From an optimization exercise on the open Yosys and OpenROAD flow, aimed at small area and a short achievable clock period; shortcuts taken in it are not production practice.
The RTL was checked by simulation tests, not by an equivalence proof against the original design.
No driver is modelled on the clock port, so clocking that relies on it looks cheaper here than on a real chip.
No activity file was given, so power comes from the tool's default toggle rates.

Setup of build 84:
## APB_TOP
module APB_TOP(
    input PCLK, PRESETn,
    input ST, WEN,
    input [8:0] APB_WADRS, APB_RADRS,
    input [7:0] APB_WDATA,
    output [7:0] APB_RDATA_OUT,
    output PSLVERR
);
    wire [7:0] RHI;         
    wire [31:0] RLO;        
    wire [7:0] WHI, WLO;    
    wire [7:0] PWDATA, PRDATA;
    APB_MASTER MASTER_INST (
        .PCLK(PCLK),
        .PRESETn(PRESETn),
        .ST(ST),
        .WEN(WEN),
        .APB_WADRS(APB_WADRS),
        .APB_RADRS(APB_RADRS),
        .APB_WDATA(APB_WDATA),
        .PRDATA(PRDATA),
        .RHI(RHI),
        .RLO(RLO),
        .WHI(WHI),
        .WLO(WLO),
        .PWDATA(PWDATA),
        .PSLVERR(PSLVERR),
        .APB_RDATA_OUT(APB_RDATA_OUT)
    );
    APB_SLAVE SLAVE_INST (
        .PCLK(PCLK),
        .PRESETn(PRESETn),
        .RHI(RHI),
        .RLO(RLO),
        .WHI(WHI),
        .WLO(WLO),
        .PWDATA(PWDATA),
        .PRDATA(PRDATA)
    );
endmodule
Size: ~1200 cells after synthesis, roughly 600 flip-flops, roughly 39 I/O pins, roughly 22000 sq um of cells after synthesis.
Settings: LEC_CHECK=0, CAP_MARGIN=20, CORE_MARGIN=2, CORE_UTILIZATION=45, SETUP_SLACK_MARGIN=1.1, SLEW_MARGIN=20; clock period 2.7 ns.
standard.sh (not shown) runs the stock make flow with config.mk's settings and CLKGATE_MAP_FILE= SYNTH_SCRIPT=/design/flow/synth_recipe.tcl, a recipe that flattens the netlist after the stock synthesis.
==> flow/flow/run.sh <==
#!/bin/bash
set -euo pipefail
sed "s|CLKGATE_MAP_FILE= |CLKGATE_MAP_FILE= MATCH_CELL_FOOTPRINT=0 'BUFFER_PORTS_ARGS=-buffer_cell sky130_fd_sc_hd__buf_2' 'CTS_ARGS=-sink_clustering_enable -repair_clock_nets -sink_clustering_size 25 -sink_clustering_max_diameter 80 -dont_use_dummy_load' |" standard.sh > own_standard.sh
grep -q MATCH_CELL_FOOTPRINT=0 own_standard.sh
bash own_standard.sh > own_flow.log 2>&1
Build 84 closes out successfully: all stages finished, all timing, DRC and antenna checks passed.
Changes in build 13 relative to build 84:
Settings: changing SETUP_SLACK_MARGIN from 1.1 to 1.0; changing CORE_UTILIZATION from 45 to 40.
Notes after the runs:
Sort build 84 and build 13 by wire length on met2, descending, and build 13 comes first.
Going from build 84 to build 13, power share of the combinational group held steady; net switching power of the design now larger; die area rose 12%; via count shows no meaningful change; half-perimeter wire length of the detailed placement result now sits higher.
Between build 84 and build 13, the first-iteration DRC count is higher for build 84.
From build 84 to build 13 the numbers moved as follows: area of all sequential standard cells held steady; power density over the cells grew by 1.2%; part of the total power dissipated in the clock network grew by 0.3 points.
Input-level comparison between build 11 and build 13:
Settings: CORE_UTILIZATION now 35, was 40; SETUP_SLACK_MARGIN now 1.1, was 1.0.
Results
Build 11 finished every step from synthesis to the final layout, and the layout passed the timing, DRC and antenna checks. Build 11 against build 13: clock group share of total power fell by 0.6 points; power fell by 0.93%; biggest cell delay along the critical path fell by 0.06 ns. Build 11 vs build 13, area of the die went up by 7800 sq um. When build 11 is set beside build 13, its power in the clock group turns out to be about 3% smaller.

## run 1
APB_TOP again, from the RTL that the note above started with.
==> flow/config.mk <==
export PLATFORM = sky130hd
export DESIGN_NAME = APB_TOP
export DESIGN_NICKNAME = APB_TOP
export VERILOG_FILES = /design/flow/design.v
export SDC_FILE = /design/flow/constraint.sdc
export NUM_CORES = 4
export LEC_CHECK = 0
export CAP_MARGIN = 20
export CORE_MARGIN = 2
export CORE_UTILIZATION = 40
export SETUP_SLACK_MARGIN = 1.25
export SLEW_MARGIN = 20
==> flow/constraint.sdc <==
create_clock -name core_clock -period 2.7 [get_ports {PCLK}]
set_input_delay 0.5400 -clock core_clock [delete_from_list [all_inputs] [get_ports {PCLK}]]
set_output_delay 0.5400 -clock core_clock [all_outputs]
set_load 0.01 [all_outputs]
Scripts as last shown in full above: flow/flow/run.sh
Edits applied to the flow inputs when going from run 1 to run 2:
-- flow/config.mk --
<<< run 1, line 9
export CORE_MARGIN = 2
export CORE_UTILIZATION = 40
export SETUP_SLACK_MARGIN = 1.25
export SLEW_MARGIN = 20
>>> run 2, line 9
export CORE_MARGIN = 2
export CORE_UTILIZATION = 40
export SETUP_SLACK_MARGIN = 1.1
export SLEW_MARGIN = 20
Findings:
Part of the power in combinational logic (run 2 over run 1): decrease, 0.4 points
Run 2 ended up with a lower final critical path time including I/O delays and setup than run 1 did.
Arrival time reported for the critical path endpoint: lower on run 2
In the final reports, the cell area of run 2 is smaller than that of run 1.
Run 2 ended with less portion of total power attributed to the clock network than run 1.
Run 2 gives more fraction of area in registers than run 1 did.
Summary of run 2 over run 1: wire length of the first global-routing pass fell about 3%, count of H-tree levels built during CTS about even.
Modified inputs, run 3 compared to run 2
-- flow/config.mk --
<<< run 2, line 9
export CORE_MARGIN = 2
export CORE_UTILIZATION = 40
export SETUP_SLACK_MARGIN = 1.1
export SLEW_MARGIN = 20
>>> run 3, line 9
export CORE_MARGIN = 2
export CORE_UTILIZATION = 40
export SETUP_SLACK_MARGIN = 1.15
export SLEW_MARGIN = 20
==> comparison <==
All of run 3 and run 2 finish clean. Diff run 2 -> run 3: cell count about even, register-to-register slack about even. Compared with run 2, in run 3 area of all placed cells without fillers has increased; number of cell instances on the worst register-to-register path up 1; final core utilization moved up. Diff run 2..run 3 | final wirelength | negligible. Comparing the two runs side by side, run 3 comes out behind run 2 on post-route worst setup slack.

v5:
APB_TOP, a different RTL version from the one above (not shown whole).
Size: ~1,200 cells after synthesis, ~580 flip-flops, ~39 I/O pins, ~21,000 µm² of cells after synthesis.
export LEC_CHECK = 0
export CAP_MARGIN = 20
export CORE_MARGIN = 2
export CORE_UTILIZATION = 60
export CTS_CLUSTER_DIAMETER = 80
export CTS_CLUSTER_SIZE = 25
export SETUP_SLACK_MARGIN = 1.0
export SLEW_MARGIN = 20
create_clock -name core_clock -period 2.7 [get_ports {PCLK}]
==> flow/flow/run.sh <==
#!/bin/bash
set -euo pipefail
sed "s|CLKGATE_MAP_FILE= |CLKGATE_MAP_FILE= MATCH_CELL_FOOTPRINT=0 'BUFFER_PORTS_ARGS=-buffer_cell sky130_fd_sc_hd__buf_2' |" standard.sh > own_standard.sh
grep -q MATCH_CELL_FOOTPRINT=0 own_standard.sh
bash own_standard.sh > own_flow.log 2>&1
### v5 -> v8
Settings: removing CTS_CLUSTER_DIAMETER (formerly 80); changing CORE_UTILIZATION from 60 to 50; removing CTS_CLUSTER_SIZE (formerly 25).
==> flow/flow/run.sh <==
#!/bin/bash
set -euo pipefail
sed "s|CLKGATE_MAP_FILE= |CLKGATE_MAP_FILE= MATCH_CELL_FOOTPRINT=0 'BUFFER_PORTS_ARGS=-buffer_cell sky130_fd_sc_hd__buf_2' 'CTS_ARGS=-sink_clustering_enable -repair_clock_nets -sink_clustering_size 25 -sink_clustering_max_diameter 80 -dont_use_dummy_load' |" standard.sh > own_standard.sh
grep -q MATCH_CELL_FOOTPRINT=0 own_standard.sh
bash own_standard.sh > own_flow.log 2>&1
Delta (v8 minus v5): number of iterations in the first detailed-routing pass higher; setup slack of the most critical reg-to-reg path picked up an extra 20 ps; post-layout minimum cycle time now sits lower; area of the placeable core moved up.
Total via count in the routed design in v8 is 51 lower than in v5
v8 leaves more setup margin than v5.
> inputs changed (v8 -> v58)
Settings: CTS_CLUSTER_SIZE: unset -> 25; CORE_UTILIZATION: 50 -> 40; CTS_CLUSTER_DIAMETER: unset -> 80.
==> flow/flow/run.sh <==
#!/bin/bash
set -euo pipefail
sed "s|CLKGATE_MAP_FILE= |CLKGATE_MAP_FILE= MATCH_CELL_FOOTPRINT=0 'BUFFER_PORTS_ARGS=-buffer_cell sky130_fd_sc_hd__buf_2' |" standard.sh > own_standard.sh
grep -q MATCH_CELL_FOOTPRINT=0 own_standard.sh
bash own_standard.sh > own_flow.log 2>&1
Notes after the runs:
Looking at core utilization across v8 and v58, the one that comes out higher is v8.
Per the comparison of v58 with v8, non-clock buffer count shows a reduction of 4; source-to-sink clock delay at the later pin of the worst-skew pair shows an increase of 20 ps; required time reported for the critical path endpoint shows an increase of 30 ps; via count shows a reduction of 147.
Edits applied to the flow inputs when going from v58 to v37:
Settings: removing CTS_CLUSTER_SIZE (formerly 25); setting ABC_AREA to 1 for the first time; removing CTS_CLUSTER_DIAMETER (formerly 80).
==> flow/flow/run.sh <==
#!/bin/bash
set -euo pipefail
sed "s|CLKGATE_MAP_FILE= |CLKGATE_MAP_FILE= MATCH_CELL_FOOTPRINT=0 'BUFFER_PORTS_ARGS=-buffer_cell sky130_fd_sc_hd__buf_2' 'CTS_ARGS=-sink_clustering_enable -repair_clock_nets -sink_clustering_size 25 -sink_clustering_max_diameter 80 -dont_use_dummy_load' |" standard.sh > own_standard.sh
grep -q MATCH_CELL_FOOTPRINT=0 own_standard.sh
bash own_standard.sh > own_flow.log 2>&1
Findings:
Cmp v37 vs v58: gate count after technology mapping higher in v37
Worst hold slack | v37 below v58
Looking at clock tree cell share of total cell area across v37 and v58, the one that comes out higher is v58.
Taking v58 as the reference, in v37 combinational fraction of design power now larger, post-cts sizing count down 27.
The cell area after layout number comes out lower for v58 vs v37.
Of the two values seen for most common cell after layout, fill and taps aside, sky130_fd_sc_hd__edfxtp_1 was produced by v58 and sky130_fd_sc_hd__nand2_1 by v37.
Here is what was changed in the inputs of v28 compared with v37.
Settings: clearing ABC_AREA, which used to be 1.
==> flow/flow/run.sh <==
#!/bin/bash
set -euo pipefail
HOOK="$(pwd)/flow/cts_hook.tcl"
sed "s|CLKGATE_MAP_FILE= |CLKGATE_MAP_FILE= MATCH_CELL_FOOTPRINT=0 'BUFFER_PORTS_ARGS=-buffer_cell sky130_fd_sc_hd__buf_2' 'CTS_ARGS=-sink_clustering_enable -repair_clock_nets -sink_clustering_size 25 -sink_clustering_max_diameter 80 -dont_use_dummy_load' 'PRE_CTS_TCL=$HOOK' |" standard.sh > own_standard.sh
grep -q PRE_CTS_TCL own_standard.sh
bash own_standard.sh > own_flow.log 2>&1
==> flow/flow/cts_hook.tcl (new file) <==
# Sourced before CTS (PRE_CTS_TCL). Wraps clock_tree_synthesis so that, once
# the clock tree is built, the read pipeline register SLAVE_INST.PRDATA gets
# its clock through one more buffer (useful skew): the read of the memory in
# the SETUP cycle, which ends at PRDATA, gets a little more time, and PRDATA's
# own path (to the APB_RDATA_OUT register, in the ACCESS cycle) is short.
# PRDATA is fed only by registers and feeds only a register, so no path from
# an input or to an output changes. The buffer is placed at the flip-flops'
# centroid; cts.tcl legalizes it with the rest of the tree.
rename clock_tree_synthesis my_orig_clock_tree_synthesis
proc clock_tree_synthesis {args} {
  my_orig_clock_tree_synthesis {*}$args
  set block [ord::get_db_block]
  set master [[ord::get_db] findMaster sky130_fd_sc_hd__clkbuf_8]
  set flops {}
  foreach inst [$block getInsts] {
    if {[string match {SLAVE_INST.PRDATA*} [$inst getName]]} { lappend flops $inst }
  }
  puts "useful skew: [llength $flops] PRDATA flip-flops"
  if {[llength $flops] == 0} { return }
  set src [[[lindex $flops 0] findITerm CLK] getNet]
  set net [odb::dbNet_create $block prdata_skew_clk]
  $net setSigType CLOCK
  set buf [odb::dbInst_create $block $master prdata_skew_buf]
  set sx 0
  set sy 0
  foreach f $flops {
    set it [$f findITerm CLK]
    $it disconnect
    $it connect $net
    set loc [$f getLocation]
    set sx [expr {$sx + [lindex $loc 0]}]
    set sy [expr {$sy + [lindex $loc 1]}]
  }
  [$buf findITerm A] connect $src
  [$buf findITerm X] connect $net
  $buf setLocation [expr {int($sx / [llength $flops])}] [expr {int($sy / [llength $flops])}]
  $buf setPlacementStatus PLACED
}
==> comparison <==
Note that the mean instance size in the synthesized netlist recorded for v28 amounts to 1.6 times the value seen in v37.
Compared with v37, in v28 proportion of total power due to net switching fell 0.64 points; setup slack now larger; total design power fell 110 µW; post-route fraction of the period consumed by the critical path dropped 0.50 points.
Compared to v37, v28 has final hold slack 37 ps higher.
Relative to v37, final cell count has gone down in v28.
diff inputs: v28 => v52
Settings: swapping 1.0 for 0.5 in SETUP_SLACK_MARGIN.
==> flow/flow/run.sh <==
#!/bin/bash
set -euo pipefail
sed "s|CLKGATE_MAP_FILE= |CLKGATE_MAP_FILE= MATCH_CELL_FOOTPRINT=0 'BUFFER_PORTS_ARGS=-buffer_cell sky130_fd_sc_hd__buf_2' 'CTS_ARGS=-sink_clustering_enable -repair_clock_nets -sink_clustering_size 25 -sink_clustering_max_diameter 80 -dont_use_dummy_load' |" standard.sh > own_standard.sh
grep -q MATCH_CELL_FOOTPRINT=0 own_standard.sh
bash own_standard.sh > own_flow.log 2>&1
removed: flow/flow/cts_hook.tcl
## What came out
v52: area added between synthesis and finish 0.72 points below v28. Against v28, v52 reports a post-route clock skew that is lower. Between v28 and v52, the difference in first-pass GRT wire length is negligible. Re number of max-capacitance violations reported: no difference whatsoever between v52 and v28. In the flow results for v28 and v52, the sequential share of layout area is larger on v52. Taking v28 as the reference, in v52 via count saw an increase, total power saw a decrease.

-- what the ideal ports hide --
The flow's constraints put no driver on any port. The routed layouts listed below were extracted and timed again, unchanged, in two steps.
Step 1 assumes that a clkbuf_16 drives the clock port and a buf_2 every other input.
Step 2 adds t to the input delays and takes it off the output delays; t is the mean of the earliest and latest rising clock arrival at the registers after step 1. Input paths then give back, and output paths get back, about the clock's delay inside the block.
Three values: ideal, step 1, step 2; two values: the first two.
| run | t (ns) | setup WS [ns] | hold slack, ns | clock arrival spread, ns | worst slew at a driven data input, ns |
|---|---|---|---|---|---|
| build 84 | 0.647 | 1.113 / 1.054 / 0.568 | 0.148 / 0.111 / 0.445 | 0.032 / 0.032 | 0.05 |
| build 13 | 0.642 | 1.002 / 0.993 / 0.516 | 0.139 / 0.100 / 0.411 | 0.056 / 0.056 | 0.10 |
| build 11 | 0.651 | 1.106 / 1.078 / 0.534 | 0.129 / 0.097 / 0.457 | 0.067 / 0.067 | 0.08 |
| run 1 | 0.642 | 1.066 / 1.023 / 0.711 | 0.154 / 0.119 / 0.447 | 0.053 / 0.054 | 0.04 |
| run 2 | 0.653 | 1.094 / 1.033 / 0.659 | 0.118 / 0.077 / 0.420 | 0.062 / 0.062 | 0.08 |
| run 3 | 0.655 | 1.082 / 1.026 / 0.677 | 0.127 / 0.086 / 0.425 | 0.057 / 0.057 | 0.08 |
| v5 | 0.628 | 0.958 / 0.958 / 0.601 | 0.172 / 0.139 / 0.449 | 0.022 / 0.022 | 0.03 |
| v8 | 0.629 | 0.978 / 0.978 / 0.825 | 0.158 / 0.126 / 0.442 | 0.032 / 0.032 | 0.03 |
| v58 | 0.643 | 1.012 / 1.012 / 0.829 | 0.155 / 0.125 / 0.413 | 0.021 / 0.020 | 0.04 |
| v37 | 0.637 | 1.021 / 0.995 / 0.522 | 0.131 / 0.100 / 0.420 | 0.073 / 0.073 | 0.06 |
| v28 | 0.712 | 1.034 / 1.034 / 0.726 | 0.168 / 0.138 / 0.449 | 0.196 / 0.196 | 0.03 |
| v52 | 0.631 | 0.574 / 0.574 / 0.574 | 0.171 / 0.144 / 0.454 | 0.036 / 0.037 | 0.04 |
After both steps setup and hold are still met in every run listed. The setup slack of build 11, which loses most, moves by -0.028 ns with the drivers and by -0.572 ns with both steps.
